This design comes from an exercise in tuning for small area, a short achievable clock period and few clock cycles per item on the open sky130 flow, not from production work. Where RTL was checked, it was by simulation tests only, not by an equivalence proof against the original. Only the layout flow was run in runs 1 to 3; the RTL was not checked for function there.

===== flow/design.v =====
package rv32i_types;
    localparam  ROB_ID_SIZE = 4;
    typedef enum bit [2:0] {
        alu_add = 3'b000,
        alu_sll = 3'b001,
        alu_sra = 3'b010,
        alu_sub = 3'b011,
        alu_xor = 3'b100,
        alu_srl = 3'b101,
        alu_or  = 3'b110,
        alu_and = 3'b111
    } alu_ops;
endpackage
module booth_step
(
    input  logic [32:0] x,         
    input  logic [4:0]  ybits,
    input  logic [37:0] lo_in,
    input  logic [25:0] up_in,
    input  logic [1:0]  pend_in,
    output logic [37:0] lo_out,
    output logic [25:0] up_out,
    output logic [1:0]  pend_out
);
    localparam int W = 40;         
    logic [W-1:0] row [0:1];
    logic [W-1:0] op0;
    logic [W-1:0] s1, c1, total;
    logic [25:0]  up_fix;
    always_comb begin
        op0 = {2'b00, lo_in[33:0], 4'b0000};
        for (int i = 0; i < 2; i++) begin
            logic b0, b1, b2, neg, one, two;
            logic [34:0] mag;
            b0 = ybits[2*i];
            b1 = ybits[2*i+1];
            b2 = ybits[2*i+2];
            neg = b2 & ~(b1 & b0);
            one = b1 ^ b0;
            two = (b2 & ~b1 & ~b0) | (~b2 & b1 & b0);
            mag = one ? {{2{x[32]}}, x} : (two ? {x[32], x, 1'b0} : 35'd0);
            if (neg) mag = ~mag;
            row[i] = {{(W-35){mag[34]}}, mag} << (2*i);
            op0[2*i] = neg;
        end
    end
    assign s1 = op0 ^ row[0] ^ row[1];
    assign c1 = ((op0 & row[0]) | (op0 & row[1]) | (row[0] & row[1])) << 1;
    assign total = s1 + c1;
    assign up_fix   = up_in + {{25{pend_in[1]}}, pend_in[0]};
    assign up_out   = {up_fix[21:0], lo_in[37:34]};
    assign lo_out   = total[37:0];
    assign pend_out = total[39:38];
endmodule : booth_step
module div_steps
(
    input  logic [31:0] r_in,
    input  logic [31:0] q_in,
    input  logic [32:0] bal_in,
    output logic [31:0] r_out,
    output logic [31:0] q_out,
    output logic [32:0] bal_out
);
    always_comb begin
        logic [31:0] r, q;
        logic [32:0] bal;
        logic [33:0] d;
        r   = r_in;
        q   = q_in;
        bal = bal_in;
        for (int i = 0; i < 2; i++) begin
            d = {2'b00, r} - {1'b0, bal};
            q = {q[30:0], ~d[33]};
            if (!d[33]) r = d[31:0];
            bal = {1'b0, bal[32:1]};
        end
        r_out   = r;
        q_out   = q;
        bal_out = bal;
    end
endmodule : div_steps
import rv32i_types::*;
module alu_cmp_unit
(
    input   logic           alu_cmp,
    input   logic   [2:0]   aluop,
    input   logic   [2:0]   cmpop,
    input   logic   [31:0]  a, b,
    output  logic   [31:0]  f
);
    logic        sub;
    logic [31:0] bb, p, g, sum, lg;
    logic [32:0] c;
    logic        eq, lts, ltu, br_en;
    assign sub = alu_cmp | (aluop == alu_sub);
    assign bb  = b ^ {32{sub}};
    assign p   = a ^ bb;
    assign g   = a & bb;
    always_comb begin
        logic [31:0] gg, pp, gn, pn;
        gg = g; pp = p;
        gg[0] = g[0] | (p[0] & sub);
        for (int l = 0; l < 5; l++) begin
            gn = gg; pn = pp;
            for (int i = 0; i < 32; i++) begin
                if ((i >> l) & 1) begin
                    int j;
                    j = ((i >> l) << l) - 1;
                    gn[i] = gg[i] | (pp[i] & gg[j]);
                    pn[i] = pp[i] & pp[j];
                end
            end
            gg = gn; pp = pn;
        end
        c[0] = sub;
        for (int i = 0; i < 32; i++) c[i+1] = gg[i];
    end
    assign sum = p ^ c[31:0];
    assign eq  = &p;                  
    assign ltu = ~c[32];
    assign lts = (a[31] ^ b[31]) ? a[31] : sum[31];
    assign br_en = (cmpop[2] ? (cmpop[1] ? ltu : lts) : eq) ^ cmpop[0];
    always_comb begin
        case (aluop[1:0])
            2'b00:   lg = p;          
            2'b10:   lg = p | g;      
            default: lg = g;          
        endcase
    end
    logic [31:0] sh_out, sr_in;
    logic [32:0] sr;
    logic        sh_left;
    assign sh_left = (aluop == alu_sll);
    always_comb begin
        for (int i = 0; i < 32; i++) sr_in[i] = sh_left ? a[31-i] : a[i];
    end
    assign sr = $signed({(aluop == alu_sra) & a[31], sr_in}) >>> b[4:0];
    always_comb begin
        for (int i = 0; i < 32; i++) sh_out[i] = sh_left ? sr[31-i] : sr[i];
    end
    always_comb begin
        if (alu_cmp) f = {31'd0, br_en};
        else begin
            case (aluop)
                alu_add, alu_sub: f = sum;
                alu_sll, alu_sra, alu_srl: f = sh_out;
                default: f = lg;
            endcase
        end
    end
endmodule : alu_cmp_unit
import rv32i_types::*;
module exec_unit_top
(
    input  logic        clk,
    input  logic        rst,
    input  logic        branch_mispredict,
    input  logic        in_valid,
    input  logic [6:0]  opcode,
    input  logic [6:0]  funct7,
    input  logic [2:0]  funct3,
    input  logic        alu_cmp,
    input  logic [2:0]  aluop,
    input  logic [2:0]  cmpop,
    input  logic [31:0] rs1_v,
    input  logic [31:0] rs2_v,
    input  logic [3:0]  rob_id_dest,
    output logic        ready,
    output logic [3:0]  rob_id,
    output logic [31:0] rd_data
);
    logic is_m, is_mul, is_div;
    assign is_m   = (opcode == 7'b0110011) && (funct7 == 7'b0000001);
    assign is_mul = is_m & ~funct3[2];
    assign is_div = is_m &  funct3[2];
    logic        busy, done;
    logic [3:0]  cnt;
    logic [63:0] acc;      
    logic [1:0]  pend;     
    logic [32:0] bal;      
    logic [31:0] alu_f;
    alu_cmp_unit u_alu (
        .alu_cmp(alu_cmp), .aluop(aluop), .cmpop(cmpop),
        .a(rs1_v), .b(rs2_v), .f(alu_f)
    );
    function automatic logic [7:0] fits(input logic [32:0] v);
        logic [32:0] d;
        d = v ^ {33{v[32]}};       
        for (int k = 1; k <= 8; k++) fits[k-1] = ((d >> (4*k-1)) == 33'd0);
    endfunction
    function automatic logic [4:0] chunk(input logic [32:0] v, input logic [3:0] k);
        logic [36:0] e;
        e = {{3{v[32]}}, v, 1'b0};
        case (k)
            4'd0:    chunk = e[4:0];
            4'd1:    chunk = e[8:4];
            4'd2:    chunk = e[12:8];
            4'd3:    chunk = e[16:12];
            4'd4:    chunk = e[20:16];
            4'd5:    chunk = e[24:20];
            4'd6:    chunk = e[28:24];
            4'd7:    chunk = e[32:28];
            default: chunk = e[36:32];
        endcase
    endfunction
    function automatic logic [4:0] topchunk(input logic [32:0] v, input logic [7:0] f);
        logic [36:0] e;
        e = {{3{v[32]}}, v, 1'b0};
        topchunk = f[0] ? e[4:0] : 5'd0;
        for (int k = 1; k < 8; k++)
            if (f[k] & ~f[k-1]) topchunk = topchunk | e[4*k+4 -: 5];
        if (~f[7]) topchunk = topchunk | e[36:32];
    endfunction
    function automatic logic [3:0] nchunks(input logic [7:0] f);
        nchunks = 4'd9;
        for (int k = 8; k >= 1; k--) if (f[k-1]) nchunks = 4'(k);
    endfunction
    logic        a_sg, b_sg, swap;
    logic [32:0] ax, bx, mx;
    logic [7:0]  fa, fb;
    logic [3:0]  mm;
    logic [4:0]  ya, yb, ybits;
    logic [37:0] lo_n;
    logic [25:0] up_n;
    logic [1:0]  pend_n;
    assign a_sg = (funct3[1:0] != 2'b11);    
    assign b_sg = ~funct3[1];                
    assign ax   = {a_sg & rs1_v[31], rs1_v};
    assign bx   = {b_sg & rs2_v[31], rs2_v};
    assign fa   = fits(ax);
    assign fb   = fits(bx);
    assign swap = |(fa & ~fb);
    assign mx   = swap ? bx : ax;
    assign mm   = swap ? nchunks(fa) : nchunks(fb);
    assign ya    = busy ? chunk(ax, cnt) : topchunk(ax, fa);
    assign yb    = busy ? chunk(bx, cnt) : topchunk(bx, fb);
    assign ybits = swap ? ya : yb;
    booth_step u_booth (
        .x(mx), .ybits(ybits),
        .lo_in(busy ? acc[37:0] : 38'd0), .up_in(busy ? acc[63:38] : 26'd0),
        .pend_in(busy ? pend : 2'd0),
        .lo_out(lo_n), .up_out(up_n), .pend_out(pend_n)
    );
    logic [25:0] up_fin;
    logic [31:0] mul_out;
    assign up_fin  = acc[63:38] + {{25{pend[1]}}, pend[0]};
    assign mul_out = (funct3[1:0] == 2'b00) ? acc[31:0] : {up_fin, acc[37:32]};
    function automatic logic [5:0] clz32(input logic [31:0] v);
        clz32 = 6'd32;
        for (int i = 0; i < 32; i++) if (v[i]) clz32 = 6'(31 - i);
    endfunction
    logic        d_sg, d_rem, bz, bypass;
    logic [31:0] da, db;
    logic [5:0]  lza, lzb;
    logic [5:0]  nq;
    logic [3:0]  c1;           
    logic [32:0] bal0;
    logic [31:0] r_n, q_n, dval, dfix, dbyp, div_out;
    logic [32:0] bal_n;
    logic        dneg;
    assign d_sg  = ~funct3[0];               
    assign d_rem =  funct3[1];               
    assign da    = (d_sg & rs1_v[31]) ? (~rs1_v + 32'd1) : rs1_v;
    assign db    = (d_sg & rs2_v[31]) ? (~rs2_v + 32'd1) : rs2_v;
    assign bz    = (rs2_v == 32'd0);
    assign bypass = bz | (da < db);
    assign lza   = clz32(da);
    assign lzb   = clz32(db);
    assign nq    = lzb - lza;
    assign c1    = nq[4:1];
    assign bal0  = {1'b0, db} << {c1, 1'b1};
    div_steps u_div (
        .r_in(acc[31:0]), .q_in(acc[63:32]), .bal_in(bal),
        .r_out(r_n), .q_out(q_n), .bal_out(bal_n)
    );
    assign dval = d_rem ? acc[31:0] : acc[63:32];
    assign dneg = d_sg & (rs1_v[31] ^ (~d_rem & rs2_v[31]));
    assign dfix = dneg ? (~dval + 32'd1) : dval;
    assign dbyp = d_rem ? rs1_v : {32{bz}};
    assign div_out = done ? dfix : dbyp;
    always_ff @(posedge clk) begin
        if (rst || branch_mispredict) begin
            busy <= 1'b0;
            done <= 1'b0;
        end else if (done) begin
            busy <= 1'b0;
            done <= 1'b0;
        end else if (!busy) begin
            if (in_valid && is_mul) begin
                busy <= 1'b1;
                done <= swap ? fa[0] : fb[0];
            end else if (in_valid && is_div && !bypass) begin
                busy <= 1'b1;
            end
        end else begin
            done <= (cnt == 4'd0);
        end
    end
    always_ff @(posedge clk) begin
        if (!busy) begin
            if (is_div) begin
                cnt <= c1;
                acc <= {32'd0, da};
                bal <= bal0;
            end else begin
                cnt  <= mm - 4'd2;
                acc  <= {up_n, lo_n};
                pend <= pend_n;
            end
        end else if (!done) begin
            cnt <= cnt - 4'd1;
            if (is_mul) begin
                acc  <= {up_n, lo_n};
                pend <= pend_n;
            end else begin
                acc <= {q_n, r_n};
                bal <= bal_n;
            end
        end
    end
    assign ready   = in_valid & (~is_m | (is_mul & done) | (is_div & (done | bypass)));
    assign rob_id  = rob_id_dest;
    assign rd_data = is_m ? (is_div ? div_out : mul_out) : alu_f;
endmodule

===== flow/run.sh =====
#!/bin/bash
# synth_recipe.tcl (not shown) runs the flow's synth.tcl, then flattens the netlist and writes it again
# the make line also repeats each setting of config.mk as NAME=value (left out here)
make -C /OpenROAD-flow-scripts/flow DESIGN_CONFIG=/design/flow/config.mk WORK_HOME=/design/flow/orfs CLKGATE_MAP_FILE= SYNTH_SCRIPT=/design/flow/synth_recipe.tcl finish

===== flow/constraint.sdc =====
create_clock -name core_clock -period 12.0 [get_ports {clk}]
set_input_delay 2.4000 -clock core_clock [delete_from_list [all_inputs] [get_ports {clk}]]
set_output_delay 2.4000 -clock core_clock [all_outputs]
set_load 0.01 [all_outputs]

===== flow/config.mk =====
export PLATFORM = sky130hd
export DESIGN_NAME = exec_unit_top
export DESIGN_NICKNAME = exec_unit_top
export VERILOG_FILES = /design/flow/design.v
export SDC_FILE = /design/flow/constraint.sdc
export NUM_CORES = 4
export LEC_CHECK = 0
export CAP_MARGIN = 20
export CORE_MARGIN = 2
export CORE_UTILIZATION = 40
export SETUP_SLACK_MARGIN = 0.5
export SLEW_MARGIN = 20

==> results of run 1 <==
[kinds of logic (layout without fill, tap and decap cells)]
group | count (synthesis) | after routing | synth area share (%)
AO/OA/AOI/OAI | 1367 | 1367 | 29.04
AND/OR/NAND/NOR | 1272 | 1272 | 19.85
buffers and inverters | 603 | 631 | 7.677
XOR/XNOR | 336 | 336 | 9.873
adder cells (fa/ha/maj) | 306 | 306 | 13.98
multiplexers | 236 | 236 | 9.075
flip-flops | 105 | 105 | 10.51
[path summary, 6_finish.rpt]
| kind | endpoint | from | cells past startpoint | slack, ns |
|---|---|---|---|---|
| max | rd_data[0] | rs2_v[0] | 23 | 0.53 |
| min | bal[3] | bal[5] | 2 | 0.58 |
| max reg2reg | acc[12] | acc[1] | 36 | 1.48 |
| min reg2reg | bal[3] | bal[5] | 2 | 0.58 |
[repair_timing]
item	in CTS	in global routing
hold buffers	0	0
setup endpoints to repair	3	5
gates resized for setup	3	6
setup buffers	1	0
gates cloned	0	0
[layout make-up]
type,count,area (um2)
Multi-Input combinational cell,3517,24550
Inverter,310,1164
Sequential cell,105,3138
Clock inverter,7,93.84
Timing Repair Buffer,305,2600
Clock buffer,9,225.2
Fill cell,7825,41080
Tap cell,969,1212
[per-layer routing]
metal | track usage (%) | vias up | share of wire (%)
met5 | 0 | - | 0
met4 | 14.21 | 0 | 5.0
met3 | 9.432 | 368 | 12
met2 | 51.01 | 1873 | 42
met1 | 45.69 | 15500 | 41
li1 | - | 15290 | -
[metrics by stage]
step                setup WS, ns  area, um2  hold WS [ns]
finish                    0.5282      32990        0.5786
global route              0.5046      32990        0.6073
CTS                       0.5340      32930        0.5768
detailed placement        0.2096      32590        0.5537
global placement          0.3386      32590        0.5459
floorplan                 0.9684      29810        0.5251
[cell usage after synthesis (all sizes together), types with 103 or more instances]
master	n
xor2	103
nand2	401
inv	305
ha	261
xnor2	233
o21ai	332
nor3	127
edfxtp	103
clkbuf	242
nor2	375
a21oi	435
mux2i	178
[registers in the layout (all words and copies together), names as in the netlist]
signal / cells
done: 1
acc: 64
pend: 2
cnt: 4
bal: 33
busy: 1
[worst max-delay path, cell delays in order]
cell,delay [ns]
clkdlybuf4s50_1,0.72
inv_2,0.09
mux2i_1,0.15
fa_1,0.42
a21o_1,0.18
a21oi_1,0.29
o21ai_0,0.13
a21o_1,0.24
a21oi_2,0.23
o21bai_1,0.16
a221o_1,0.41
a221o_1,0.37
a221o_1,0.43
a2111oi_4,0.41
nor3_1,0.16
a211o_1,0.32
o41a_1,0.36
mux2_2,0.26
a21oi_1,0.04
o2111ai_1,0.28
a21oi_1,0.11
nor3b_1,0.29
clkdlybuf4s50_1,0.59
==> run_results.csv, run 1 <==
group,metric,value,unit
worst_setup_path,setup.worst_path.class,"input port to output port",
finish,final_cell_mix,"a21oi_1, nand2_1, nor2_1",
drt,detail_route.iter0.violations,4569,
cts,clk_path_buf_depth,2,
synth,synth_cells,4225,
drt,dr.pass1.iters,11,
cts,cts.sinks,105,
finish,post-route-util,44.54,%
placement,dp_cells,5204,
floorplan,die_y,277.0,um
sta,slew-limit-headroom,24.62,%
sta,min_period,11.47,ns
worst_setup_path,path_max_fanout,4,
drt,via_per_inst,6.325,
cts,root_buffer,"clkbuf_16",
synth,synthesis.area,0.02981,mm2
sta,tightest_slew,1.122,ns
worst_setup_path,startpoint_type,"input port",
global_route,track_usage,34.01,%
synth,yosysTopAreaCellShare,10.96,%
cts,clkTransAtPathRegs,0.10,ns
synth,ys_seq_elements,105,
flow_run,drv_cap,0,
finish,area_delta_synth_final,10.67,%
cts,cts_tree,"built",
global_route,first_global_vias,30070,
worst_setup_path,cp_data_required_time,9.60,ns
finish,num_antenna_cells,0,
floorplan,start_util,40.24,%
synth,async_reset_ff_share,0,%
worst_setup_path,critPathArrivalTime,9.07,ns
drt,drt-total-wl,135800,um
synth,yosys.area.top_type,"ha_1",
cts,cts_buffers,9,
finish,final_common_cell,"a21oi_1",
finish,final-instance-count-excl-fill,5222,
drt,drc,0,
sta,fin_setup_tns,0,ns
synth,synth_nets,4627,
cts,clock_latency,0.41,ns
drt,num_vias,33030,
sta,grt_setup_unrepaired,"false",
placement,io_buffers,124,
sta,hold_viol,0,
floorplan,io_pins,133,
drt,antenna_left,0,
sta,skew,0.01542,ns
worst_hold_path,hold_path_class,"flip-flop to flip-flop",
sta,slew_viol_final,0,
status,outcome,"no timing/DRC/antenna violations",
drt,wire_per_inst,26.01,um
global_route,grt_max_degree,72,
synth,synth_ff_type,"edfxtp_1",
synth,ys_top_cells_by_area,"ha_1, edfxtp_1, a21oi_1",
worst_setup_path,end_kind,"output port",
global_route,antenna_found_initial,3,
sta,fmax,87.17,MHz
synth,ys_seq_area_share,10.51,%
global_route,grt.overflow.total,0,
synth,synth-warning-count,5,
synth,synth-edff-count,103,
cts,cts-htree-levels,3,
placement,place_hpwl,107500,um
finish,nNetsFinal,4650,
sta,setup_violations,0,
floorplan,core_area,0.07407,mm2
floorplan,die_x,277.0,um
synth,synth_cell_types,97,
floorplan,die-area,0.07672,mm2
synth,syn_area_per_cell,7.055,um2
finish,drive_gt1_share,7.618,%
global_route,grt_pass1_wl,196300,um
floorplan,row_count,100,
sta,finalCritPeriodShare,95.60,%
placement,globalplace.congestion,1.057,
==> inputs of run 2 (changes only) <==
--- a/flow/design.v
+++ b/flow/design.v
@@ -15,20 +15,20 @@
 (
     input  logic [32:0] x,         
-    input  logic [4:0]  ybits,
-    input  logic [37:0] lo_in,
-    input  logic [25:0] up_in,
+    input  logic [6:0]  ybits,
+    input  logic [39:0] lo_in,
+    input  logic [23:0] up_in,
     input  logic [1:0]  pend_in,
-    output logic [37:0] lo_out,
-    output logic [25:0] up_out,
+    output logic [39:0] lo_out,
+    output logic [23:0] up_out,
     output logic [1:0]  pend_out
 );
-    localparam int W = 40;         
-    logic [W-1:0] row [0:1];
+    localparam int W = 42;         
+    logic [W-1:0] row [0:2];
     logic [W-1:0] op0;
-    logic [W-1:0] s1, c1, total;
-    logic [25:0]  up_fix;
+    logic [W-1:0] s1, c1, s2, c2, total;
+    logic [23:0]  up_fix;
     always_comb begin
-        op0 = {2'b00, lo_in[33:0], 4'b0000};
-        for (int i = 0; i < 2; i++) begin
+        op0 = {2'b00, lo_in[33:0], 6'b000000};
+        for (int i = 0; i < 3; i++) begin
             logic b0, b1, b2, neg, one, two;
             logic [34:0] mag;
@@ -47,9 +47,11 @@
     assign s1 = op0 ^ row[0] ^ row[1];
     assign c1 = ((op0 & row[0]) | (op0 & row[1]) | (row[0] & row[1])) << 1;
-    assign total = s1 + c1;
-    assign up_fix   = up_in + {{25{pend_in[1]}}, pend_in[0]};
-    assign up_out   = {up_fix[21:0], lo_in[37:34]};
-    assign lo_out   = total[37:0];
-    assign pend_out = total[39:38];
+    assign s2 = s1 ^ c1 ^ row[2];
+    assign c2 = ((s1 & c1) | (s1 & row[2]) | (c1 & row[2])) << 1;
+    assign total = s2 + c2;
+    assign up_fix   = up_in + {{23{pend_in[1]}}, pend_in[0]};
+    assign up_out   = {up_fix[17:0], lo_in[39:34]};
+    assign lo_out   = total[39:0];
+    assign pend_out = total[41:40];
 endmodule : booth_step
 module div_steps
@@ -184,43 +186,40 @@
         .a(rs1_v), .b(rs2_v), .f(alu_f)
     );
-    function automatic logic [7:0] fits(input logic [32:0] v);
+    function automatic logic [4:0] fits(input logic [32:0] v);
         logic [32:0] d;
         d = v ^ {33{v[32]}};       
-        for (int k = 1; k <= 8; k++) fits[k-1] = ((d >> (4*k-1)) == 33'd0);
+        for (int k = 1; k <= 5; k++) fits[k-1] = ((d >> (6*k-1)) == 33'd0);
     endfunction
-    function automatic logic [4:0] chunk(input logic [32:0] v, input logic [3:0] k);
+    function automatic logic [6:0] chunk(input logic [32:0] v, input logic [3:0] k);
         logic [36:0] e;
         e = {{3{v[32]}}, v, 1'b0};
         case (k)
-            4'd0:    chunk = e[4:0];
-            4'd1:    chunk = e[8:4];
-            4'd2:    chunk = e[12:8];
-            4'd3:    chunk = e[16:12];
-            4'd4:    chunk = e[20:16];
-            4'd5:    chunk = e[24:20];
-            4'd6:    chunk = e[28:24];
-            4'd7:    chunk = e[32:28];
-            default: chunk = e[36:32];
+            4'd0:    chunk = e[6:0];
+            4'd1:    chunk = e[12:6];
+            4'd2:    chunk = e[18:12];
+            4'd3:    chunk = e[24:18];
+            4'd4:    chunk = e[30:24];
+            default: chunk = e[36:30];
         endcase
     endfunction
-    function automatic logic [4:0] topchunk(input logic [32:0] v, input logic [7:0] f);
+    function automatic logic [6:0] topchunk(input logic [32:0] v, input logic [4:0] f);
         logic [36:0] e;
         e = {{3{v[32]}}, v, 1'b0};
-        topchunk = f[0] ? e[4:0] : 5'd0;
-        for (int k = 1; k < 8; k++)
-            if (f[k] & ~f[k-1]) topchunk = topchunk | e[4*k+4 -: 5];
-        if (~f[7]) topchunk = topchunk | e[36:32];
+        topchunk = f[0] ? e[6:0] : 7'd0;
+        for (int k = 1; k < 5; k++)
+            if (f[k] & ~f[k-1]) topchunk = topchunk | e[6*k+6 -: 7];
+        if (~f[4]) topchunk = topchunk | e[36:30];
     endfunction
-    function automatic logic [3:0] nchunks(input logic [7:0] f);
-        nchunks = 4'd9;
-        for (int k = 8; k >= 1; k--) if (f[k-1]) nchunks = 4'(k);
+    function automatic logic [3:0] nchunks(input logic [4:0] f);
+        nchunks = 4'd6;
+        for (int k = 5; k >= 1; k--) if (f[k-1]) nchunks = 4'(k);
     endfunction
     logic        a_sg, b_sg, swap;
     logic [32:0] ax, bx, mx;
-    logic [7:0]  fa, fb;
+    logic [4:0]  fa, fb;
     logic [3:0]  mm;
-    logic [4:0]  ya, yb, ybits;
-    logic [37:0] lo_n;
-    logic [25:0] up_n;
+    logic [6:0]  ya, yb, ybits;
+    logic [39:0] lo_n;
+    logic [23:0] up_n;
     logic [1:0]  pend_n;
     assign a_sg = (funct3[1:0] != 2'b11);    
@@ -238,12 +237,12 @@
     booth_step u_booth (
         .x(mx), .ybits(ybits),
-        .lo_in(busy ? acc[37:0] : 38'd0), .up_in(busy ? acc[63:38] : 26'd0),
+        .lo_in(busy ? acc[39:0] : 40'd0), .up_in(busy ? acc[63:40] : 24'd0),
         .pend_in(busy ? pend : 2'd0),
         .lo_out(lo_n), .up_out(up_n), .pend_out(pend_n)
     );
-    logic [25:0] up_fin;
+    logic [23:0] up_fin;
     logic [31:0] mul_out;
-    assign up_fin  = acc[63:38] + {{25{pend[1]}}, pend[0]};
-    assign mul_out = (funct3[1:0] == 2'b00) ? acc[31:0] : {up_fin, acc[37:32]};
+    assign up_fin  = acc[63:40] + {{23{pend[1]}}, pend[0]};
+    assign mul_out = (funct3[1:0] == 2'b00) ? acc[31:0] : {up_fin, acc[39:32]};
     function automatic logic [5:0] clz32(input logic [31:0] v);
         clz32 = 6'd32;
--- a/flow/config.mk
+++ b/flow/config.mk
@@ -9,4 +9,4 @@
 export CORE_MARGIN = 2
 export CORE_UTILIZATION = 40
-export SETUP_SLACK_MARGIN = 0.5
+export SETUP_SLACK_MARGIN = 4
 export SLEW_MARGIN = 20
==> run_results.csv, run 2 <==
group,metric,value,unit
floorplan,core_area,0.07759,mm2
placement,globalplace.congestion,1.110,
cts,clkTransAtPathRegs,0.08,ns
placement,io_buffers,124,
worst_hold_path,min_to,"bal[18]",
worst_hold_path,hold_path_class,"flip-flop to flip-flop",
sta,fmax,110.2,MHz
finish,drive_gt1_share,27.06,%
global_route,first_global_vias,34300,
sta,slew_viol_final,0,
cts,cts.sinks,105,
worst_setup_path,cpMaxStageDelayCell,"fa_1",
finish,post-route-util,53.03,%
cts,clock_latency,0.41,ns
sta,min_period,9.073,ns
worst_setup_path,ff2ff_setup_slack,4.08,ns
drt,wire_per_inst,29.66,um
finish,largest_reg_flops,64,
finish,reg_top3,"acc (64), bal (33), cnt (4)",
sta,slew-limit-headroom,25.65,%
drt,drt-total-wl,164400,um
synth,ys_seq_elements,105,
worst_setup_path,r2r_cells,26,
floorplan,start_util,40.48,%
synth,ys_top_cells_by_area,"ha_1, edfxtp_1, xnor2_1",
global_route,grt.overflow.total,0,
worst_setup_path,end_kind,"flip-flop",
sta,finalCritPeriodShare,75.60,%
cts,cts_tree,"built",
finish,area_delta_synth_final,31.00,%
synth,synth_cells,4193,
floorplan,die_y,284.2,um
finish,final_common_cell,"nand2_1",
global_route,grt_max_degree,84,
global_route,track_usage,38.29,%
worst_setup_path,critPathArrivalTime,9.22,ns
worst_hold_path,worstHoldStart,"bal[20]",
drt,antenna_left,0,
finish,fill_cells,7343,
placement,place_hpwl,118900,um
worst_setup_path,cp_data_required_time,12.15,ns
cts,cts_buffers,9,
floorplan,io_pins,133,
cts,hold_buffers,0,
synth,synth-edff-count,103,
sta,tightest_slew,1.115,ns
worst_setup_path,r2r-start,"acc[1]",
synth,async_reset_ff_share,0,%
synth,yosysTopAreaCellShare,10.32,%
drt,num_vias,37210,
synth,yosys.area.top_type,"ha_1",
synth,synth_nets,4630,
synth,syn_area_per_cell,7.492,um2
sta,grt_setup_unrepaired,"true",
synth,synthesis.area,0.03141,mm2
floorplan,die-area,0.08079,mm2
status,outcome,"no timing/DRC/antenna violations",
finish,nNetsFinal,4929,
worst_setup_path,max_stage_delay,0.53,ns
floorplan,row_count,102,
drt,via_per_inst,6.714,
floorplan,die_x,284.2,um
worst_setup_path,r2r-end,"acc[31]",
cts,root_buffer,"clkbuf_16",
worst_setup_path,setup.worst_path.class,"input port to flip-flop",
finish,max_flop_register,"acc",
drt,detail_route.iter0.violations,5686,
cts,cts-htree-levels,3,
worst_setup_path,startpoint_type,"input port",
synth,synth_commonest_cells,"nand2_1, a21oi_1, nor2_1",
synth,synth_cell_types,105,
synth,yosysMostFrequentCell,"nand2_1",
sta,fin_setup_tns,0,ns
synth,ys_seq_area_share,9.974,%
global_route,antenna_found_initial,3,
drt,dr.pass1.iters,11,
drt,drc,0,
cts,clk_path_buf_depth,2,
worst_setup_path,path_max_fanout,5,
sta,setup_violations,0,
sta,skew,0.02151,ns
flow_run,drv_cap,0,
sta,hold_viol,0,
synth,synth_ff_type,"edfxtp_1",
finish,final_cell_mix,"nand2_1, buf_4, a21oi_1",
synth,synth-warning-count,5,
worst_hold_path,worstHoldPathCells,2,
global_route,grt_pass1_wl,232800,um
run 2: final cells by class:
type                    count  area, um2  area share, %
multi-input cells        3547      29930          72.72
repair buffers            582       5472          13.30
flip-flops and latches    105       3138          7.625
well taps                1040       1301          3.162
inverters                 246       1006          2.444
clock buffers               9      225.2         0.5473
clock inverters             7      61.31         0.1490
diodes                      5      12.51        0.03040
repair inverters            1      8.758        0.02128
run 2: cells by family after synthesis:
kind of cell | synth area share, %
compound gates | 30.14
xor+xnor | 10.55
fa+ha+maj | 15.54
buf+inv | 6.827
flops | 9.974
mux | 8.476
simple gates | 18.49
run 2: worst max-delay path by stage:
stage / startpoint / end / cells past startpoint
floorplan: rs1_v[5] / pend[1] / 32
global placement: rs1_v[26] / pend[1] / 28
detailed placement: rs1_v[12] / pend[1] / 28
CTS: funct3[0] / pend[1] / 32
global route: rs1_v[7] / acc[37] / 31
finish: rs1_v[7] / acc[37] / 31
run 2: what timing repair did:
item / in CTS / in global routing
pin swaps: 184 / 165
gates resized for setup: 721 / 345
setup endpoints to repair: 108 / 105
endpoints found under the hold margin: 0 / 0
cloned: 15 / 1
setup buffers: 153 / 128
run 2: critical path, delay by kind of cell:
family,cells,cell delay [ns]
AO/OA/AOI/OAI,14,2.51
XOR/XNOR,1,0.19
adder cells (fa/ha/maj),3,1.29
buffers and inverters,4,0.79
multiplexers,2,0.43
AND/OR/NAND/NOR,7,1.60
run 2: layer usage:
layer	vias up	routed length (um)	GRT usage [%]
li1	16120	-	-
met1	17780	61100	46.40
met2	2573	69660	58.09
met3	735	19280	10.99
met4	2	14320	27.33
met5	-	11	0
run 2: per-stage QoR:
| step | std cells | worst slack (ns) | hold WS [ns] | instance area (um2) |
|---|---|---|---|---|
| 2_1_floorplan | 4193 | 3.140 | 0.5180 | 32180 |
| 3_3_place_gp | 5223 | 0.6517 | 0.5716 | 34640 |
| 3_5_place_dp | 5224 | 1.070 | 0.5679 | 34650 |
| 4_1_cts | 5408 | 3.073 | 0.5877 | 38680 |
| 5_1_grt | 5537 | 2.805 | 0.6374 | 41140 |
| 6_report | 5542 | 2.927 | 0.5764 | 41150 |
==> inputs of run 3 (changes only) <==
--- a/flow/config.mk
+++ b/flow/config.mk
@@ -9,4 +9,4 @@
 export CORE_MARGIN = 2
 export CORE_UTILIZATION = 40
-export SETUP_SLACK_MARGIN = 4
+export SETUP_SLACK_MARGIN = 2
 export SLEW_MARGIN = 20
==> run_results.csv, run 3 <==
group,metric,value,unit
status,outcome,"no timing/DRC/antenna violations",
placement,globalplace.congestion,1.048,
sta,grt_setup_unrepaired,"true",
global_route,grt.overflow.total,0,
floorplan,start_util,40.48,%
synth,syn_area_per_cell,7.492,um2
worst_setup_path,path_max_fanout,11,
synth,synth_commonest_cells,"nand2_1, a21oi_1, nor2_1",
finish,area_delta_synth_final,13.73,%
synth,yosys.area.top_type,"ha_1",
cts,cts_tree,"built",
synth,yosysMostFrequentCell,"nand2_1",
worst_setup_path,crit_path_frequent_cell,"buf_4",
worst_setup_path,end_kind,"output port",
sta,fmax,100.3,MHz
drt,detail_route.iter0.violations,4743,
sta,skew,0.03179,ns
worst_setup_path,critPathArrivalTime,7.57,ns
placement,place_hpwl,120500,um
synth,synth-edff-count,103,
floorplan,die_y,284.2,um
cts,root_buffer,"clkbuf_16",
drt,wl_met2,66630,um
synth,synth-warning-count,5,
drt,dr.pass1.iters,9,
floorplan,die-area,0.08079,mm2
synth,ys_top_cells_by_area,"ha_1, edfxtp_1, xnor2_1",
drt,drt-total-wl,154000,um
placement,pre_cts_ws,0.3249,ns
floorplan,die_x,284.2,um
placement,io_buffers,124,
worst_setup_path,setup.worst_path.class,"input port to output port",
synth,async_reset_ff_share,0,%
drt,via_per_inst,6.569,
drt,drc,0,
global_route,grt_pass1_wl,221300,um
worst_setup_path,crit_end,"rd_data[31]",
sta,hold_viol,0,
synth,synth_cell_types,105,
sta,min_period,9.970,ns
floorplan,row_count,102,
cts,cts.sinks,105,
worst_setup_path,max_stage_delay,0.71,ns
drt,routed-wl-met3,14660,um
synth,synth_cells,4193,
worst_setup_path,cpMaxStageDelayCell,"xnor2_1",
cts,clk_path_buf_depth,2,
global_route,antenna_found_initial,3,
worst_setup_path,startpoint_type,"input port",
synth,ys_seq_area_share,9.974,%
worst_setup_path,r2r_cells,25,
cts,cts-htree-levels,3,
drt,wire_per_inst,29.02,um
sta,slew-limit-headroom,24.06,%
global_route,grt_max_degree,74,
sta,fin_setup_tns,0,ns
finish,reg_top3,"acc (64), bal (33), cnt (4)",
flow_run,drv_cap,0,
synth,synth_nets,4630,
worst_setup_path,ff2ff_setup_slack,3.52,ns
drt,wl_met1,60420,um
global_route,track_usage,36.47,%
finish,final_cell_mix,"nand2_1, a21oi_1, nor2_1",
cts,clock_latency,0.42,ns
finish,nNetsFinal,4697,
worst_setup_path,cp_data_required_time,9.60,ns
drt,num_vias,34850,
synth,ys_seq_elements,105,
worst_setup_path,path_buf_inv,6,
worst_setup_path,critical_path_depth,19,
floorplan,core_area,0.07759,mm2
global_route,first_global_vias,32830,
floorplan,io_pins,133,
finish,max_flop_register,"acc",
worst_hold_path,hold_path_class,"flip-flop to flip-flop",
worst_setup_path,setup.worst_path.start,"aluop[0]",
sta,worst_slack,2.030,ns
synth,yosysTopAreaCellShare,10.32,%
sta,setup_violations,0,
sta,tightest_slew,1.130,ns
cts,clkTransAtPathRegs,0.09,ns
drt,antenna_left,0,
worst_setup_path,r2r-end,"acc[30]",
finish,final_common_cell,"nand2_1",
finish,largest_reg_flops,64,
finish,drive_gt1_share,12.38,%
synth,synthesis.area,0.03141,mm2
cts,cts_buffers,9,
sta,finalCritPeriodShare,83.08,%
worst_setup_path,path_cells,"clkdlybuf4s50_1 -> a21oi_4 -> buf_4 -> buf_4 -> xnor2_1 -> inv_1 -> ha_1 -> a21o_1 -> a21oi_1 -> o21a_1 -> nor2_1 -> a2111oi_2 -> buf_4 -> nor2_1 -> o32a_1 -> o211ai_1 -> a21oi_1 -> o211ai_1 -> clkdlybuf4s50_1",
worst_setup_path,r2r-start,"acc[1]",
finish,fill_cells,7933,
drt,highest_layer,"met5",
worst_setup_path,critPathTopFamily,"compound AO/OA/AOI/OAI gates",
synth,synth_ff_type,"edfxtp_1",
sta,slew_viol_final,0,
==> run 3: cell types whose count changed in the layout (fill, tap and decap cells not counted), sizes merged, moves of 6 or more <==
| cell | delta |
|---|---|
| bufbuf | -8 |
| clkdlybuf4s15 | -23 |
| clkdlybuf4s50 | +61 |
| buf | -267 |
| dlymetal6s2s | +18 |
| clkbuf | -6 |
==> run 3: what timing repair did <==
| item | in CTS | in global routing |
|---|---|---|
| hold buffers | 0 | 0 |
| gates cloned | 2 | 2 |
| pin swaps | 11 | 45 |
| resized for setup | 75 | 123 |
| hold endpoints to repair | 0 | 0 |
| buffers inserted | 23 | 26 |
| endpoints found under the setup margin | 47 | 35 |
==> run 3: cell families (layout without fill, tap and decap cells) <==
logic type | after synthesis | after routing | synth area share (%)
flops | 105 | 105 | 9.974
mux | 232 | 232 | 8.476
fa+ha+maj | 341 | 341 | 15.54
other cells | 0 | 1 | 0
simple gates | 1182 | 1182 | 18.49
compound gates | 1414 | 1417 | 30.14
buf+inv | 545 | 614 | 6.827
xor+xnor | 374 | 374 | 10.55
==> run 3: worst min-delay path by stage <==
stage	endpoint	slack, ns	from	depth (start not counted)
final	bal[17]	0.59	bal[19]	2
after global routing	bal[17]	0.62	bal[19]	2
after CTS	bal[17]	0.59	bal[19]	2
after detailed placement	bal[17]	0.56	bal[19]	2
after global placement	bal[17]	0.55	bal[19]	2
after floorplan	bal[10]	0.52	bal[12]	2
==> run 3: final cells by class <==
class | count | area (um2) | share of cell area, %
diodes | 1 | 2.502 | 0.007004
well taps | 1040 | 1301 | 3.642
repair buffers | 352 | 3073 | 8.601
inverters | 246 | 942.2 | 2.637
flip-flops and latches | 105 | 3138 | 8.783
clock inverters | 7 | 86.33 | 0.2416
clock buffers | 9 | 225.2 | 0.6304
multi-input cells | 3546 | 26960 | 75.46
==> run 3: tightest hold or removal path: stages (launching register included) <==
cell and delay [ns]:
edfxtp_1 0.36, nand2_1 0.06, o221ai_1 0.06
==> run 3: layer usage <==
metal | vias to the layer above | global-route usage (%)
met1 | 16600 | 45.84
met2 | 2099 | 56.98
li1 | 15620 | -
met5 | - | 0
met3 | 535 | 6.766
met4 | 2 | 24.12
==> run 3: metrics by stage <==
| stage | hold slack [ns] | cells | util [%] | area (um2) |
|---|---|---|---|---|
| 2_1_floorplan | 0.5180 | 4193 | - | 31410 |
| 3_3_place_gp | 0.5516 | 5236 | 44.06 | 34190 |
| 3_5_place_dp | 0.5635 | 5236 | 44.06 | 34190 |
| 4_1_cts | 0.5864 | 5277 | 45.03 | 34940 |
| 5_1_grt | 0.6232 | 5305 | 46.04 | 35720 |
| 6_report | 0.5866 | 5306 | 46.04 | 35730 |
==> inputs of run 4 (changes only) <==
--- a/flow/design.v
+++ b/flow/design.v
@@ -137,5 +137,5 @@
         for (int i = 0; i < 32; i++) sr_in[i] = sh_left ? a[31-i] : a[i];
     end
-    assign sr = $signed({(aluop == alu_sra) & a[31], sr_in}) >>> b[4:0];
+    assign sr = signed'({(aluop == alu_sra) & a[31], sr_in}) >>> b[4:0];
     always_comb begin
         for (int i = 0; i < 32; i++) sh_out[i] = sh_left ? sr[31-i] : sr[i];
@@ -273,9 +273,9 @@
         .r_out(r_n), .q_out(q_n), .bal_out(bal_n)
     );
-    assign dval = d_rem ? acc[31:0] : acc[63:32];
+    assign dval = d_rem ? r_n : q_n;
     assign dneg = d_sg & (rs1_v[31] ^ (~d_rem & rs2_v[31]));
     assign dfix = dneg ? (~dval + 32'd1) : dval;
     assign dbyp = d_rem ? rs1_v : {32{bz}};
-    assign div_out = done ? dfix : dbyp;
+    assign div_out = busy ? dfix : dbyp;
     always_ff @(posedge clk) begin
         if (rst || branch_mispredict) begin
@@ -292,4 +292,6 @@
                 busy <= 1'b1;
             end
+        end else if (is_div) begin
+            if (cnt == 4'd0) busy <= 1'b0;
         end else begin
             done <= (cnt == 4'd0);
@@ -297,26 +299,13 @@
     end
     always_ff @(posedge clk) begin
-        if (!busy) begin
-            if (is_div) begin
-                cnt <= c1;
-                acc <= {32'd0, da};
-                bal <= bal0;
-            end else begin
-                cnt  <= mm - 4'd2;
-                acc  <= {up_n, lo_n};
-                pend <= pend_n;
-            end
-        end else if (!done) begin
-            cnt <= cnt - 4'd1;
-            if (is_mul) begin
-                acc  <= {up_n, lo_n};
-                pend <= pend_n;
-            end else begin
-                acc <= {q_n, r_n};
-                bal <= bal_n;
-            end
-        end
+        if (!busy) cnt <= is_div ? c1 : (mm - 4'd2);
+        else       cnt <= cnt - 4'd1;
+        if (is_mul || (!busy && !is_div)) acc <= {up_n, lo_n};
+        else if (busy)                    acc <= {q_n, r_n};
+        else                              acc <= {32'd0, da};
+        pend <= pend_n;
+        bal  <= busy ? bal_n : bal0;
     end
-    assign ready   = in_valid & (~is_m | (is_mul & done) | (is_div & (done | bypass)));
+    assign ready   = in_valid & (~is_m | (is_mul & done) | (is_div & (bypass | (busy & (cnt == 4'd0)))));
     assign rob_id  = rob_id_dest;
     assign rd_data = is_m ? (is_div ? div_out : mul_out) : alu_f;
--- a/flow/config.mk
+++ b/flow/config.mk
@@ -9,4 +9,5 @@
 export CORE_MARGIN = 2
 export CORE_UTILIZATION = 40
+export GPL_TIMING_DRIVEN = 0
 export SETUP_SLACK_MARGIN = 2
 export SLEW_MARGIN = 20
==> run_results.csv, run 4 <==
group,metric,value,unit
worst_setup_path,crit_path_frequent_cell,"a221o_1",
global_route,grt-busiest-layer,"met2",
synth,yosysMostFrequentCell,"nand2_1",
finish,drive_gt1_share,17.36,%
synth,yosysTopAreaCellShare,10.65,%
floorplan,die-area,0.07827,mm2
finish,largest_reg_flops,64,
floorplan,start_util,40.25,%
worst_setup_path,setup.worst_path.class,"input port to flip-flop",
synth,synth_cell_types,118,
status,outcome,"no timing/DRC/antenna violations",
sta,skew,0.01397,ns
placement,place_hpwl,149900,um
synth,yosys.area.top_type,"ha_1",
worst_setup_path,cpMaxStageDelayCell,"clkdlybuf4s50_1",
synth,synth_cells,4351,
cts,clock_latency,0.42,ns
drt,detail_route.iter0.violations,4695,
global_route,met3_usage,9.808,%
sta,slew-limit-headroom,8.524,%
worst_setup_path,critPathArrivalTime,10.41,ns
floorplan,die_x,279.8,um
finish,reg_top3,"acc (64), bal (33), cnt (4)",
cts,clkTransAtPathRegs,0.10,ns
drt,drc,0,
cts,root_buffer,"clkbuf_16",
placement,post_dp_cell_area,0.03288,mm2
placement,globalplace.congestion,1.079,
global_route,grt_pass1_wl,258200,um
cts,clk_path_buf_depth,2,
floorplan,die_y,279.8,um
synth,async_reset_ff_share,0,%
sta,fmax,98.90,MHz
sta,grt_setup_unrepaired,"true",
global_route,grt_max_degree,27,
cts,cts_tree,"built",
synth,synthesis.area,0.03042,mm2
drt,drt-total-wl,187400,um
synth,synth_nets,4788,
synth,synth_commonest_cells,"nand2_1, o21ai_0, a21oi_1",
global_route,antenna_found_initial,10,
sta,hold_viol,0,
synth,ys_seq_area_share,6.910,%
placement,dp_cells,5446,
synth,ys_top_cells_by_area,"ha_1, nand2_1, dfxtp_1",
finish,max_flop_register,"acc",
global_route,use_met2,68.87,%
sta,fin_setup_tns,0,ns
drt,antenna_left,0,
sta,setup_violations,0,
flow_run,drv_cap,0,
sta,finalCritPeriodShare,84.26,%
floorplan,core_area,0.07557,mm2
finish,final_area,0.03732,mm2
finish,final-instance-count-excl-fill,5637,
synth,synth-warning-count,5,
finish,nNetsFinal,5081,
synth,ys_seq_elements,105,
synth,synth-edff-count,0,
finish,fill_cells,7793,
finish,final_cell_mix,"nand2_1, a21oi_1, nor2_1",
worst_setup_path,end_kind,"flip-flop",
floorplan,row_count,101,
worst_setup_path,path_max_fanout,10,
worst_setup_path,max_stage_delay,0.66,ns
drt,via_per_inst,6.710,
drt,wire_per_inst,33.24,um
worst_hold_path,hold_path_class,"flip-flop to flip-flop",
cts,hold_buffers,0,
drt,dr.pass1.iters,6,
cts,cts-htree-levels,3,
drt,num_vias,37830,
placement,io_buffers,104,
worst_setup_path,cp_data_required_time,12.30,ns
floorplan,io_pins,133,
sta,min_period,10.11,ns
cts,cts_buffers,9,
cts,cts.sinks,105,
finish,final_common_cell,"nand2_1",
global_route,grt.overflow.total,0,
sta,tightest_slew,1.362,ns
global_route,track_usage,45.85,%
synth,syn_area_per_cell,6.991,um2
synth,synth_ff_type,"dfxtp_1",
finish,area_delta_synth_final,22.70,%
sta,slew_viol_final,0,
worst_setup_path,startpoint_type,"input port",
global_route,met1_usage,57.07,%
global_route,first_global_vias,35280,
[run 4: area by class of cell]
type	instances	area, um2	share of cell area [%]
inverter	247	972.2	2.605
timing repair buffer	281	2477	6.637
clock buffer	9	225.2	0.6034
buffer	310	1929	5.169
antenna	10	25.02	0.06704
clock inverter	7	75.07	0.2011
multi-input combinational	3690	28240	75.65
sequential	105	2161	5.789
tap	978	1224	3.278
[run 4: cells by family (layout without fill, tap and decap cells)]
kind of cell,after synthesis,after routing,share of synthesized area (%)
buffers and inverters,557,854,7.297
AO/OA/AOI/OAI,1410,1410,30.61
other,0,10,0
flip-flops,105,105,6.910
multiplexers,212,212,7.840
XOR/XNOR,351,351,10.13
AND/OR/NAND/NOR,1375,1376,21.16
adder cells (fa/ha/maj),341,341,16.05
[run 4: worst max-delay path: cells and delay by family]
family                   cells  cell delay [ns]
AO/OA/AOI/OAI               19             4.11
XOR/XNOR                     2             0.38
adder cells (fa/ha/maj)      3             1.19
buffers and inverters        5             1.74
AND/OR/NAND/NOR              2             0.56
[run 4: stage by stage]
stage / utilization (%) / worst slack, ns / hold WS, ns
after floorplan: - / 2.042 / 0.4283
after global placement: 43.26 / -1.932 / 0.4435
after detailed placement: 43.51 / -1.866 / 0.4468
after CTS: 47.62 / 2.003 / 0.4666
after global routing: 49.36 / 1.751 / 0.5267
final: 49.39 / 1.889 / 0.4723
[run 4: final timing paths]
kind | cells after the start | startpoint | slack (ns) | end
min | 2 | bal[4] | 0.47 | bal[2]
min reg2reg | 2 | bal[4] | 0.47 | bal[2]
max | 31 | rs1_v[30] | 1.89 | pend[0]
max reg2reg | 31 | cnt[0] | 3.77 | pend[0]
[run 4: per-layer routing]
metal  up-vias  share of wire [%]
li1      16340                  -
met1     18170                 39
met2      2563                 42
met3       749                 10
met4         6                9.4
met5         -              0.074
[run 4: what timing repair did]
action / CTS / global route
cloned: 2 / 1
endpoints found under the hold margin: 0 / 0
buffers inserted: 113 / 49
pin swaps: 94 / 90
gates resized for setup: 531 / 306
setup endpoints to repair: 104 / 47
Testbench counts of run 4, summed over its fixed seeds: cycles 10,517, items 5,600.
==> inputs of run 5 (changes only) <==
--- a/flow/config.mk
+++ b/flow/config.mk
@@ -6,8 +6,8 @@
 export NUM_CORES = 4
 export LEC_CHECK = 0
+export ABC_AREA = 1
 export CAP_MARGIN = 20
 export CORE_MARGIN = 2
 export CORE_UTILIZATION = 40
-export GPL_TIMING_DRIVEN = 0
-export SETUP_SLACK_MARGIN = 2
+export SETUP_SLACK_MARGIN = 3
 export SLEW_MARGIN = 20
==> run_results.csv, run 5 <==
group,metric,value,unit
status,outcome,"no timing/DRC/antenna violations",
worst_setup_path,startpoint_type,"input port",
synth,synth_cells,5056,
synth,ys_seq_area_share,7.166,%
sta,slew_viol_final,0,
finish,fill_cells,7291,
drt,drc,0,
worst_hold_path,worstHoldPathCells,2,
sta,skew,0.03550,ns
finish,final_area,0.03935,mm2
synth,syn_area_per_cell,5.801,um2
flow_run,drv_cap,0,
drt,dr.pass1.iters,6,
placement,globalplace.congestion,1.090,
finish,final_cell_mix,"nand2_1, o21ai_0, inv_1",
sta,hold_viol,0,
floorplan,die_x,274.8,um
synth,synthesis.area,0.02933,mm2
cts,clock_latency,0.43,ns
worst_setup_path,r2r-start,"cnt[1]",
floorplan,row_count,99,
placement,place_hpwl,122100,um
worst_setup_path,r2r_cells,45,
worst_setup_path,critPathArrivalTime,9.62,ns
floorplan,die-area,0.07551,mm2
drt,wire_per_inst,25.43,um
sta,fin_setup_tns,0,ns
worst_setup_path,cp_data_required_time,12.32,ns
finish,nNetsFinal,5893,
cts,clk_path_buf_depth,2,
floorplan,io_pins,133,
synth,synth-edff-count,0,
drt,via_per_inst,6.075,
sta,fmax,107.6,MHz
sta,slew-limit-headroom,20.10,%
synth,synth_nets,5493,
floorplan,start_util,40.27,%
cts,clkTransAtPathRegs,0.08,ns
worst_setup_path,r2r-end,"acc[29]",
drt,antenna_left,0,
finish,area_delta_synth_final,34.14,%
synth,yosysMostFrequentCell,"nand2_1",
finish,largest_reg_flops,64,
cts,cts_buffers,9,
global_route,track_usage,40.62,%
global_route,grt_pass1_wl,228000,um
worst_setup_path,ff2ff_setup_slack,4.00,ns
placement,post_dp_cell_area,0.03205,mm2
worst_setup_path,end_kind,"flip-flop",
global_route,grt.overflow.total,0,
sta,tightest_slew,1.194,ns
synth,yosys.area.top_type,"nand2_1",
finish,drive_gt1_share,25.22,%
finish,final_common_cell,"nand2_1",
synth,ys_top_cells_by_area,"nand2_1, o21ai_0, ha_1",
synth,synth_commonest_cells,"nand2_1, o21ai_0, inv_1",
global_route,first_global_vias,34810,
sta,finalCritPeriodShare,77.42,%
drt,drt-total-wl,163400,um
cts,root_buffer,"clkbuf_16",
global_route,antenna_found_initial,2,
synth,ys_seq_elements,105,
worst_setup_path,path_max_fanout,10,
drt,num_vias,39030,
floorplan,die_y,274.8,um
synth,synth_cell_types,67,
worst_setup_path,max_stage_delay,0.59,ns
finish,reg_top3,"acc (64), bal (33), cnt (4)",
sta,setup_violations,0,
synth,synth-warning-count,5,
floorplan,core_area,0.07283,mm2
cts,cts-htree-levels,3,
synth,yosysTopAreaCellShare,14.86,%
placement,io_buffers,124,
synth,async_reset_ff_share,0,%
worst_hold_path,hold_path_class,"flip-flop to flip-flop",
global_route,grt_max_degree,73,
drt,detail_route.iter0.violations,5039,
synth,synth_ff_type,"dfxtp_1",
worst_hold_path,min_to,"bal[25]",
worst_setup_path,crit_path_frequent_cell,"buf_6",
worst_hold_path,worstHoldStart,"bal[27]",
worst_setup_path,setup.worst_path.class,"input port to flip-flop",
worst_setup_path,cpMaxStageDelayCell,"fa_1",
cts,cts.sinks,105,
sta,grt_setup_unrepaired,"true",
cts,cts_tree,"built",
sta,min_period,9.291,ns
finish,max_flop_register,"acc",
run 5: area by class of cell:
class,instances,area (um2),share of cell area (%)
timing repair inverter,7,53.80,0.1367
multi-input combinational,4072,27420,69.69
timing repair buffer,615,5579,14.18
tap,959,1200,3.050
inverter,646,2570,6.532
clock buffer,9,225.2,0.5724
antenna,4,10.01,0.02544
clock inverter,7,81.33,0.2067
sequential,105,2208,5.613
run 5: timing repair:
action / 4_1_cts / 5_1_grt
gates resized for setup: 857 / 637
gates cloned: 11 / 13
hold buffers: 0 / 0
pin swaps: 169 / 279
endpoints found under the setup margin: 77 / 53
buffers inserted: 212 / 130
run 5: cell families (layout without fill, tap and decap cells):
logic type | Yosys count | in the layout | share of synthesized area [%]
other | 0 | 4 | 0
buffers and inverters | 882 | 1284 | 11.58
adders and majority gates | 341 | 341 | 16.64
DFF | 105 | 105 | 7.166
muxes | 12 | 12 | 0.4095
xor gates and xnor gates | 278 | 278 | 8.403
AOI/OAI and AO/OA | 1495 | 1496 | 28.59
and+or+nand+nor | 1943 | 1945 | 27.20
run 5: layer usage:
metal | track usage [%] | part of all wire [%]
met1 | 54.24 | 39
met5 | 0 | 0
met4 | 26.46 | 8.3
met2 | 59.27 | 41
met3 | 8.082 | 12
run 5: how the worst max path moves through the flow:
stage / from / to / depth (start not counted)
final: rs2_v[31] / acc[29] / 52
after global routing: rs2_v[30] / pend[1] / 49
after CTS: funct3[1] / acc[38] / 49
after detailed placement: rs2_v[31] / pend[1] / 48
after global placement: rs2_v[31] / pend[1] / 50
after floorplan: rs2_v[31] / pend[1] / 51
run 5: worst max-delay path: cells and delay by family:
kind            cells  cell delay, ns
compound gates     15            2.09
simple gates       13            1.35
xor+xnor            1            0.24
buf+inv            20            2.20
fa+ha+maj           3            1.30
run 5: stage by stage:
stage	utilization [%]	cells	hold WS, ns	worst slack [ns]
final	54.02	6424	0.5105	2.709
after global routing	54.01	6420	0.5292	2.404
after CTS	49.62	6277	0.5096	2.889
after detailed placement	44.00	6038	0.5103	0.7281
after global placement	43.99	6038	0.4995	0.8150
after floorplan	-	5056	0.4258	2.843
==> inputs of run 6 (changes only) <==
--- a/flow/config.mk
+++ b/flow/config.mk
@@ -10,4 +10,4 @@
 export CORE_MARGIN = 2
 export CORE_UTILIZATION = 40
-export SETUP_SLACK_MARGIN = 3
+export SETUP_SLACK_MARGIN = 1
 export SLEW_MARGIN = 20
==> run_results.csv, run 6 <==
group,metric,value,unit
status,outcome,"no timing/DRC/antenna violations",
synth,synth_cells,5056,
sta,min_period,10.67,ns
worst_setup_path,r2r_cells,44,
synth,yosys.area.top_type,"nand2_1",
synth,yosysMostFrequentCell,"nand2_1",
cts,cts.sinks,105,
sta,slew_viol_final,0,
sta,grt_setup_unrepaired,"false",
cts,cts_buffers,9,
drt,detail_route.iter0.violations,4850,
drt,drc,0,
sta,hold_viol,0,
drt,wl_met1,62690,um
worst_setup_path,r2r-start,"cnt[1]",
global_route,grt.overflow.total,0,
drt,via_per_inst,5.982,
finish,drive_gt1_share,6.599,%
finish,largest_reg_flops,64,
worst_setup_path,crit_path_frequent_cell,"nand2_1",
floorplan,row_count,99,
finish,max_flop_register,"acc",
sta,fin_setup_tns,0,ns
drt,num_vias,36470,
drt,highest_layer,"met5",
cts,cts_tree,"built",
synth,ys_seq_area_share,7.166,%
worst_setup_path,max_stage_delay,0.58,ns
drt,dr.pass1.iters,6,
drt,antenna_left,0,
synth,synth-warning-count,5,
global_route,grt_pass1_wl,219700,um
synth,ys_top_cells_by_area,"nand2_1, o21ai_0, ha_1",
synth,synth_nets,5493,
worst_setup_path,r2r-end,"acc[38]",
synth,yosysTopAreaCellShare,14.86,%
synth,syn_area_per_cell,5.801,um2
floorplan,die-area,0.07551,mm2
floorplan,start_util,40.27,%
worst_setup_path,setup.worst_path.class,"flip-flop to output port",
drt,routed-wl-met3,15600,um
floorplan,die_y,274.8,um
worst_setup_path,path_buf_inv,3,
worst_setup_path,critPathTopFamily,"compound AO/OA/AOI/OAI gates",
cts,clkTransAtPathRegs,0.10,ns
drt,drt-total-wl,152000,um
worst_setup_path,critPathArrivalTime,8.27,ns
global_route,first_global_vias,33250,
synth,synth-edff-count,0,
drt,wl_met2,60960,um
sta,setup_violations,0,
synth,async_reset_ff_share,0,%
synth,synth_cell_types,67,
finish,final_common_cell,"nand2_1",
synth,synth_ff_type,"dfxtp_1",
synth,ys_seq_elements,105,
finish,nNetsFinal,5569,
sta,slew-limit-headroom,18.52,%
sta,skew,0.03043,ns
worst_setup_path,cpMaxStageDelayCell,"dfxtp_1",
global_route,track_usage,39.27,%
worst_setup_path,ff2ff_setup_slack,3.68,ns
sta,tightest_slew,1.218,ns
finish,num_antenna_cells,0,
cts,cts-htree-levels,3,
placement,io_buffers,124,
placement,pre_cts_ws,0.5834,ns
finish,final_cell_mix,"nand2_1, o21ai_0, inv_1",
floorplan,core_area,0.07283,mm2
worst_hold_path,worstHoldPathCells,2,
flow_run,drv_cap,0,
floorplan,io_pins,133,
sta,worst_slack,1.332,ns
worst_setup_path,end_kind,"output port",
finish,reg_top3,"acc (64), bal (33), cnt (4)",
drt,wire_per_inst,24.94,um
floorplan,die_x,274.8,um
cts,root_buffer,"clkbuf_16",
placement,post_dp_cell_area,0.03200,mm2
finish,area_delta_synth_final,11.69,%
cts,clk_path_buf_depth,2,
global_route,grt_max_degree,81,
finish,fill_cells,8008,
synth,synthesis.area,0.02933,mm2
synth,synth_commonest_cells,"nand2_1, o21ai_0, inv_1",
placement,globalplace.congestion,1.089,
placement,dp_cells,6052,
worst_setup_path,cp_data_required_time,9.60,ns
sta,finalCritPeriodShare,88.90,%
sta,fmax,93.74,MHz
worst_setup_path,path_max_fanout,13,
worst_hold_path,min_to,"bal[0]",
global_route,antenna_found_initial,3,
finish,final_area,0.03276,mm2
worst_hold_path,worstHoldStart,"bal[2]",
finish,final-instance-count-excl-fill,6096,
placement,place_hpwl,123800,um
cts,clock_latency,0.42,ns
worst_setup_path,startpoint_type,"flip-flop",
worst_hold_path,hold_path_class,"flip-flop to flip-flop",
-- run 6: cells by family after synthesis --
group	count (synthesis)	synth area share (%)
XOR/XNOR	278	8.403
multiplexers	12	0.4095
AO/OA/AOI/OAI	1495	28.59
AND/OR/NAND/NOR	1943	27.20
buffers and inverters	882	11.58
adder cells (fa/ha/maj)	341	16.64
flip-flops	105	7.166
-- run 6: worst max-delay path by stage --
stage,end,cells past startpoint,slack [ns],from
final,rd_data[16],37,1.33,acc[18]
after global routing,acc[38],52,0.98,funct3[0]
after CTS,rd_data[30],44,1.01,bal[24]
after detailed placement,pend[1],44,0.58,rs1_v[31]
after global placement,pend[1],46,0.63,rs1_v[31]
after floorplan,acc[38],47,2.01,funct3[1]
-- run 6: what timing repair did --
action	in CTS	in global routing
hold buffers	0	0
setup endpoints to repair	31	44
gates resized for setup	10	80
pin swaps	3	3
buffers inserted	11	16
-- run 6: layout make-up --
class	count	area [um2]	share of cell area (%)
Multi-Input combinational cell	4069	24100	73.56
Timing Repair Buffer	301	2615	7.982
Inverter	646	2434	7.428
Sequential cell	105	2113	6.451
Tap cell	959	1200	3.663
Clock buffer	9	225.2	0.6874
Clock inverter	7	73.82	0.2253
-- run 6: per-stage QoR --
stage | hold slack [ns] | util, %
after global placement | 0.5062 | 43.94
after floorplan | 0.4258 | -
final | 0.5175 | 44.98
after CTS | 0.5281 | 44.53
after global routing | 0.5426 | 44.98
after detailed placement | 0.5181 | 43.94
-- run 6: layer usage --
metal | track usage [%] | vias up
li1 | - | 17060
met1 | 51.85 | 16830
met2 | 57.03 | 2120
met3 | 8.109 | 458
met4 | 27.21 | 6
met5 | 0 | -
-- run 6: worst reg2reg max path, delay by kind of cell, from the launching register on --
family / cells / cell delay [ns]
flops: 1 / 0.40
fa+ha+maj: 5 / 1.87
simple gates: 12 / 1.47
buf+inv: 6 / 0.80
xor+xnor: 1 / 0.14
compound gates: 20 / 3.53

==> port drivers added, routing unchanged <==
The flow's constraints put no driver on any port. The routed layouts listed below were extracted and timed again, unchanged, in two steps.
Step 1, drivers: a clkbuf_16 drives clk and a buf_2 each remaining input, both assumed.
Step 2 moves the port delays by t, midway between the first and last clock arrival at a register: inputs arrive t later, outputs are due t later. That takes back most of the time a late clock gives input paths.
a / b / c = no drivers / after step 1 / after step 2; a / b = the first two.
run | t, ns | setup WS [ns] | worst slew at a driven data input, ns
run 1 | 0.465 | 0.528 / 0.506 / 0.463 | 0.07
run 2 | 0.466 | 2.927 / 2.951 / 2.485 | 0.07
run 3 | 0.471 | 2.030 / 2.002 / 1.629 | 0.08
run 4 | 0.469 | 1.889 / 1.906 / 1.437 | 0.05
run 5 | 0.469 | 2.709 / 2.677 / 2.237 | 0.07
run 6 | 0.474 | 1.332 / 1.266 / 1.042 | 0.06
After both steps every run listed still meets setup and hold. For run 5, which loses most, drivers alone change the setup slack by -0.032 ns; drivers and shift together by -0.472 ns.
